This design comes from an exercise in tuning for small area on the open sky130 flow, not from production work.
Function was checked by simulation only, so behaviour that the tests miss may differ from the original.
The clock input has no modelled driver; a real chip could not lean on it and would need a root buffer or a full tree.

==> 02-22: inputs <==
Design spi_oled, start of the top module:
module spi_oled(
	input  clk,
	input  rst_n,
	output oled_cs,
	output oled_sck,
	output oled_rst,
	output oled_dc,
	output oled_mosi
);
Settings: LEC_CHECK=0, CAP_MARGIN=20, CORE_MARGIN=2, CORE_UTILIZATION=40, SLEW_MARGIN=20; clock period 10.0 ns.
standard.sh (not shown) runs the stock make flow with config.mk's settings and CLKGATE_MAP_FILE= SYNTH_SCRIPT=/design/flow/synth_recipe.tcl, a recipe that flattens the netlist after the stock synthesis.
==> flow/flow/run.sh <==
#!/bin/bash
set -euo pipefail
W=$PWD
R=$W/orfs/results/$FLOW_PLATFORM/spi_oled/base
YOSYS=$(command -v yosys || echo "$FLOW_HOME/../tools/install/yosys/bin/yosys")
LIB=$FLOW_HOME/platforms/$FLOW_PLATFORM/lib/sky130_fd_sc_hd__tt_025C_1v80.lib

# 1. standard synthesis (same registers, names and cell types as the standard flow's)
bash standard.sh "$R/1_2_yosys.v" > $W/flow_synth.log 2>&1
cp "$R/1_2_yosys.v" "$W/1_2_yosys.standard.v"

# 2. area re-optimisation of the logic between the flip-flops
DU=""
for c in $(cat $W/flow/dont_use.txt); do DU="$DU -dont_use $c"; done
SEEDS="1 2 3 4"
for s in $SEEDS; do
  MAPPER=nf; if (( s % 2 == 0 )); then MAPPER=amap; fi
  sed -e "s#@SEED@#$s#g" $W/flow/deep_$MAPPER.abc > $W/deep_$s.abc
  for f in post check; do
    sed -e "s#@LIB@#$LIB#g" -e "s#@IN@#$W/1_2_yosys.standard.v#g" -e "s#@OUT@#$W/1_2_yosys.post_$s.v#g" \
        -e "s#@DU@#$DU#g" -e "s#@ABC@#$W/deep_$s.abc#g" $W/flow/$f.ys > $W/${f}_$s.ys
  done
  ( "$YOSYS" -s $W/post_$s.ys > $W/flow_post_synth_$s.log 2>&1 && \
    "$YOSYS" -s $W/check_$s.ys > $W/flow_post_check_$s.log 2>&1 && \
    grep "Chip area" $W/flow_post_synth_$s.log | tail -1 | awk -v s=$s '{print $NF, s}' > $W/area_$s.txt ) || true &
done
wait
BEST=$(cat $W/area_*.txt 2>/dev/null | sort -g | head -1 | awk '{print $2}')
if [[ -n "$BEST" ]]; then
  echo "using seed $BEST"; cat $W/area_*.txt
  cp $W/1_2_yosys.post_$BEST.v "$R/1_2_yosys.v"
  touch "$R/1_2_yosys.v"
else
  echo "post-synthesis optimisation failed; keeping the standard netlist"
fi

# 3. the rest of the standard flow, from the new netlist
export BUFFER_PORTS_ARGS="-buffer_cell sky130_fd_sc_hd__buf_1"
export POST_CTS_TCL=$W/flow/post_cts.tcl
bash standard.sh > $W/flow_layout.log 2>&1
==> flow/flow/deep_amap.abc <==
strash
&get -n
&deepsyn -T 600 -S @SEED@
&put
if -K 6
mfs2 -W 50 -M 5000
strash
&get -n
&deepsyn -T 600 -S @SEED@
&put
if -K 6
mfs2 -W 50 -M 5000
strash
&get -n
&deepsyn -T 600 -S @SEED@
&put
dch -f
amap
topo
==> flow/flow/deep_nf.abc <==
strash
&get -n
&deepsyn -T 600 -S @SEED@
&put
if -K 6
mfs2 -W 50 -M 5000
strash
&get -n
&deepsyn -T 600 -S @SEED@
&put
if -K 6
mfs2 -W 50 -M 5000
strash
&get -n
&deepsyn -T 600 -S @SEED@
&put
&get -n
&dch -f
&nf -R 1000
&put
topo
==> flow/flow/post_cts.tcl <==
# Replace the clock tree TritonCTS built by a single clock buffer next to the
# flip-flops: the clock port then drives one buffer, which drives every register.
# Bypass and delete them one by one (remove_buffers would also take out the
# port buffers).
proc bypass_buffer { inst } {
  set in_net "NULL"
  set out_net "NULL"
  foreach it [$inst getITerms] {
    set n [$it getNet]
    if { $n == "NULL" } { continue }
    if { [$it isInputSignal] } { set in_net $n }
    if { [$it isOutputSignal] } { set out_net $n }
  }
  if { $out_net != "NULL" } {
    foreach it [$out_net getITerms] {
      if { [$it getInst] != $inst } {
        $it disconnect
        $it connect $in_net
      }
    }
  }
  odb::dbInst_destroy $inst
  if { $out_net != "NULL" } { odb::dbNet_destroy $out_net }
}
set block [ord::get_db_block]
set cts_cells {}
foreach inst [$block getInsts] {
  set name [$inst getName]
  if { [string match clkbuf_* $name] || [string match clkload* $name] } {
    lappend cts_cells $name
  }
}
foreach name $cts_cells {
  puts "removing clock tree cell $name"
  bypass_buffer [$block findInst $name]
}
set clk_net [$block findNet clk]
set sx 0; set sy 0; set n 0
foreach it [$clk_net getITerms] {
  set loc [[$it getInst] getLocation]
  set sx [expr {$sx + [lindex $loc 0]}]
  set sy [expr {$sy + [lindex $loc 1]}]
  incr n
}
set dbu [$block getDbUnitsPerMicron]
set x [expr {$sx / double($n) / $dbu}]
set y [expr {$sy / double($n) / $dbu}]
puts "clock loads: $n, buffer at $x $y"
insert_buffer -buffer_cell sky130_fd_sc_hd__clkbuf_16 -net clk -buffer_name clkbuf_0_clk -location [list $x $y]
detailed_placement
check_placement -verbose
estimate_parasitics -placement
Other scripts of this flow, unchanged in this note and not shown: flow/flow/check.ys, flow/flow/dont_use.txt, flow/flow/post.ys
==> 08-02 (differences from 02-22) <==
--- a/flow/flow/run.sh
+++ b/flow/flow/run.sh
@@ -14,8 +14,7 @@
 for c in $(cat $W/flow/dont_use.txt); do DU="$DU -dont_use $c"; done
 SEEDS="1 2 3 4"
 for s in $SEEDS; do
-  MAPPER=nf; if (( s % 2 == 0 )); then MAPPER=amap; fi
-  sed -e "s#@SEED@#$s#g" $W/flow/deep_$MAPPER.abc > $W/deep_$s.abc
+  sed -e "s#@SEED@#$s#g" $W/flow/deep.abc > $W/deep_$s.abc
   for f in post check; do
     sed -e "s#@LIB@#$LIB#g" -e "s#@IN@#$W/1_2_yosys.standard.v#g" -e "s#@OUT@#$W/1_2_yosys.post_$s.v#g" \
         -e "s#@DU@#$DU#g" -e "s#@ABC@#$W/deep_$s.abc#g" $W/flow/$f.ys > $W/${f}_$s.ys
@@ -36,5 +35,5 @@
 
 # 3. the rest of the standard flow, from the new netlist
 export BUFFER_PORTS_ARGS="-buffer_cell sky130_fd_sc_hd__buf_1"
-export POST_CTS_TCL=$W/flow/post_cts.tcl
+export CTS_ARGS="-sink_clustering_enable -repair_clock_nets -sink_clustering_size 30 -sink_clustering_max_diameter 200 -root_buf sky130_fd_sc_hd__clkbuf_4 -buf_list sky130_fd_sc_hd__clkbuf_2 -dont_use_dummy_load"
 bash standard.sh > $W/flow_layout.log 2>&1
==> flow/flow/deep.abc (new file) <==
strash
&get -n
&deepsyn -T 90 -S @SEED@
&put
&get -n
&dch -f
&nf -R 1000
&put
topo
--- a/flow/config.mk
+++ b/flow/config.mk
@@ -7,5 +7,5 @@
 export LEC_CHECK = 0
 export CAP_MARGIN = 20
 export CORE_MARGIN = 2
-export CORE_UTILIZATION = 40
+export CORE_UTILIZATION = 60
 export SLEW_MARGIN = 20
removed: flow/flow/deep_amap.abc
removed: flow/flow/deep_nf.abc
removed: flow/flow/post_cts.tcl
==> 12-13 (differences from 02-22) <==
==> flow/flow/run.sh (replaced) <==
#!/bin/bash
# Layout flow: the standard synthesis, then the combinational logic between the
# (untouched) flip-flops is re-optimised for area with ABC's deepsyn and checked
# equivalent, then the standard ORFS flow continues from the new netlist.
set -euo pipefail
W=$PWD
R=$W/orfs/results/$FLOW_PLATFORM/spi_oled/base
YOSYS=$(command -v yosys || echo "$FLOW_HOME/../tools/install/yosys/bin/yosys")
LIB=$FLOW_HOME/platforms/$FLOW_PLATFORM/lib/sky130_fd_sc_hd__tt_025C_1v80.lib

# 1. standard synthesis (same registers, names and cell types as the standard flow's)
bash standard.sh "$R/1_2_yosys.v" > $W/flow_synth.log 2>&1
cp "$R/1_2_yosys.v" "$W/1_2_yosys.standard.v"

# 2. area re-optimisation of the logic between the flip-flops
DU=""
for c in $(cat $W/flow/dont_use.txt); do DU="$DU -dont_use $c"; done
for f in post check; do
  sed -e "s#@LIB@#$LIB#g" -e "s#@IN@#$W/1_2_yosys.standard.v#g" -e "s#@OUT@#$W/1_2_yosys.post.v#g" \
      -e "s#@DU@#$DU#g" -e "s#@ABC@#$W/flow/deep.abc#g" $W/flow/$f.ys > $W/$f.ys
done
if "$YOSYS" -s $W/post.ys > $W/flow_post_synth.log 2>&1 && \
   "$YOSYS" -s $W/check.ys > $W/flow_post_check.log 2>&1; then
  cp $W/1_2_yosys.post.v "$R/1_2_yosys.v"
  touch "$R/1_2_yosys.v"
else
  echo "post-synthesis optimisation failed; keeping the standard netlist"
fi

# 3. the rest of the standard flow, from the new netlist
export BUFFER_PORTS_ARGS="-buffer_cell sky130_fd_sc_hd__buf_1"
bash standard.sh > $W/flow_layout.log 2>&1
==> flow/flow/deep.abc (new file) <==
strash
&get -n
&deepsyn -T 60
&put
&get -n
&dch -f
&nf -R 1000
&put
topo
--- a/flow/config.mk
+++ b/flow/config.mk
@@ -9,3 +9,4 @@
 export CORE_MARGIN = 2
 export CORE_UTILIZATION = 40
 export SLEW_MARGIN = 20
+export SYNTH_MEMORY_MAX_BITS = 16384
removed: flow/flow/deep_amap.abc
removed: flow/flow/deep_nf.abc
removed: flow/flow/post_cts.tcl
==> 05-25 (differences from 02-22) <==
--- a/flow/flow/run.sh
+++ b/flow/flow/run.sh
@@ -14,8 +14,7 @@
 for c in $(cat $W/flow/dont_use.txt); do DU="$DU -dont_use $c"; done
 SEEDS="1 2 3 4"
 for s in $SEEDS; do
-  MAPPER=nf; if (( s % 2 == 0 )); then MAPPER=amap; fi
-  sed -e "s#@SEED@#$s#g" $W/flow/deep_$MAPPER.abc > $W/deep_$s.abc
+  sed -e "s#@SEED@#$s#g" $W/flow/deep.abc > $W/deep_$s.abc
   for f in post check; do
     sed -e "s#@LIB@#$LIB#g" -e "s#@IN@#$W/1_2_yosys.standard.v#g" -e "s#@OUT@#$W/1_2_yosys.post_$s.v#g" \
         -e "s#@DU@#$DU#g" -e "s#@ABC@#$W/deep_$s.abc#g" $W/flow/$f.ys > $W/${f}_$s.ys
==> flow/flow/deep.abc (new file) <==
strash
&get -n
&deepsyn -T 240 -S @SEED@
&put
if -K 6
mfs2 -W 50 -M 5000
strash
&get -n
&deepsyn -T 240 -S @SEED@
&put
if -K 6
mfs2 -W 50 -M 5000
strash
&get -n
&deepsyn -T 240 -S @SEED@
&put
&get -n
&dch -f
&nf -R 1000
&put
topo
removed: flow/flow/deep_amap.abc
removed: flow/flow/deep_nf.abc
==> impl_metrics.toml <==
[pwr]
seq-power_uw = 88.6
internal_power_uw = 108

[grt]
track_usage = 0.256
grt_max_degree = 22
grt_pass1_vias = 1717

[place]
placed_cells = 307
place_area_sq_um = 1640

[worst_setup_path]
reg2reg_from = "q[0]$_SDFFE_PN0P_"

[layout]
inverters = 33

[synthesis]
synth_area_sq_um = 1560

[die]
die_y_um = 66.4

[outcome]
outcome = "complete, no violations"

[sta]
finalClockSkew_ns = 0.00283
[end of results for 02-22]
==> impl_metrics.toml <==
[sta]
finalClockSkew_ns = 0.00311

[grt]
grt_max_degree = 25
track_usage = 0.292

[pwr]
seq-power_uw = 91.1

[place]
place_area_sq_um = 1700
placed_cells = 270

[layout]
inverters = 8

[die]
die_y_um = 56.3

[outcome]
outcome = "complete, no violations"

[synthesis]
synth_area_sq_um = 1640

[worst_setup_path]
reg2reg_from = "sl[3]$_SDFFE_PN0P_"
[end of results for 08-02]
==> impl_metrics.toml <==
[outcome]
outcome = "complete, no violations"

[pwr]
internal_power_uw = 122

[grt]
grt_max_degree = 28
grt_pass1_vias = 1633

[place]
placed_cells = 289

[sta]
finalClockSkew_ns = 0.00298

[synthesis]
synth_area_sq_um = 1660
[end of results for 12-13]
==> impl_metrics.toml <==
[grt]
grt_max_degree = 28
track_usage = 0.238

[place]
place_area_sq_um = 1670
placed_cells = 288

[sta]
finalClockSkew_ns = 0.00626

[layout]
inverters = 7

[worst_setup_path]
reg2reg_from = "sl[3]$_SDFFE_PN0P_"

[pwr]
seq-power_uw = 91.3

[outcome]
outcome = "complete, no violations"
[end of results for 05-25]
The clock cells of 02-22 and 05-25 come from the design's own scripts or RTL, not from TritonCTS.

-- static timing again, ports no longer ideal --
Ports are ideal in the flow. The routed layouts listed here were re-timed in OpenROAD.
Step 1 sets driving cells, clkbuf_16 on the clock port and buf_2 on the other inputs (assumed; they add their load-dependent delay and slew).
Step 2 times the ports against the registers' clock, not the clock port: input delays grow and output delays shrink by t, the midpoint of the rising clock arrivals with the driver on.
Slacks: ideal / step 1 / step 2; pairs: ideal / step 1.
| run | shift t [ns] | setup slack, ns | hold WS [ns] | clock arrival spread, ns |
|---|---|---|---|---|
| 02-22 | 0.176 | 4.580 / 4.552 / 4.729 | 0.455 / 0.455 / 0.455 | 0.003 / 0.003 |
| 08-02 | 0.318 | 4.744 / 4.723 / 5.041 | 0.534 / 0.534 / 0.534 | 0.004 / 0.003 |
| 12-13 | 0.285 | 4.959 / 4.934 / 5.219 | 0.534 / 0.534 / 0.534 | 0.003 / 0.003 |
| 05-25 | 0.179 | 4.765 / 4.734 / 4.914 | 0.514 / 0.514 / 0.514 | 0.007 / 0.007 |
After both steps every run listed still meets setup and hold.
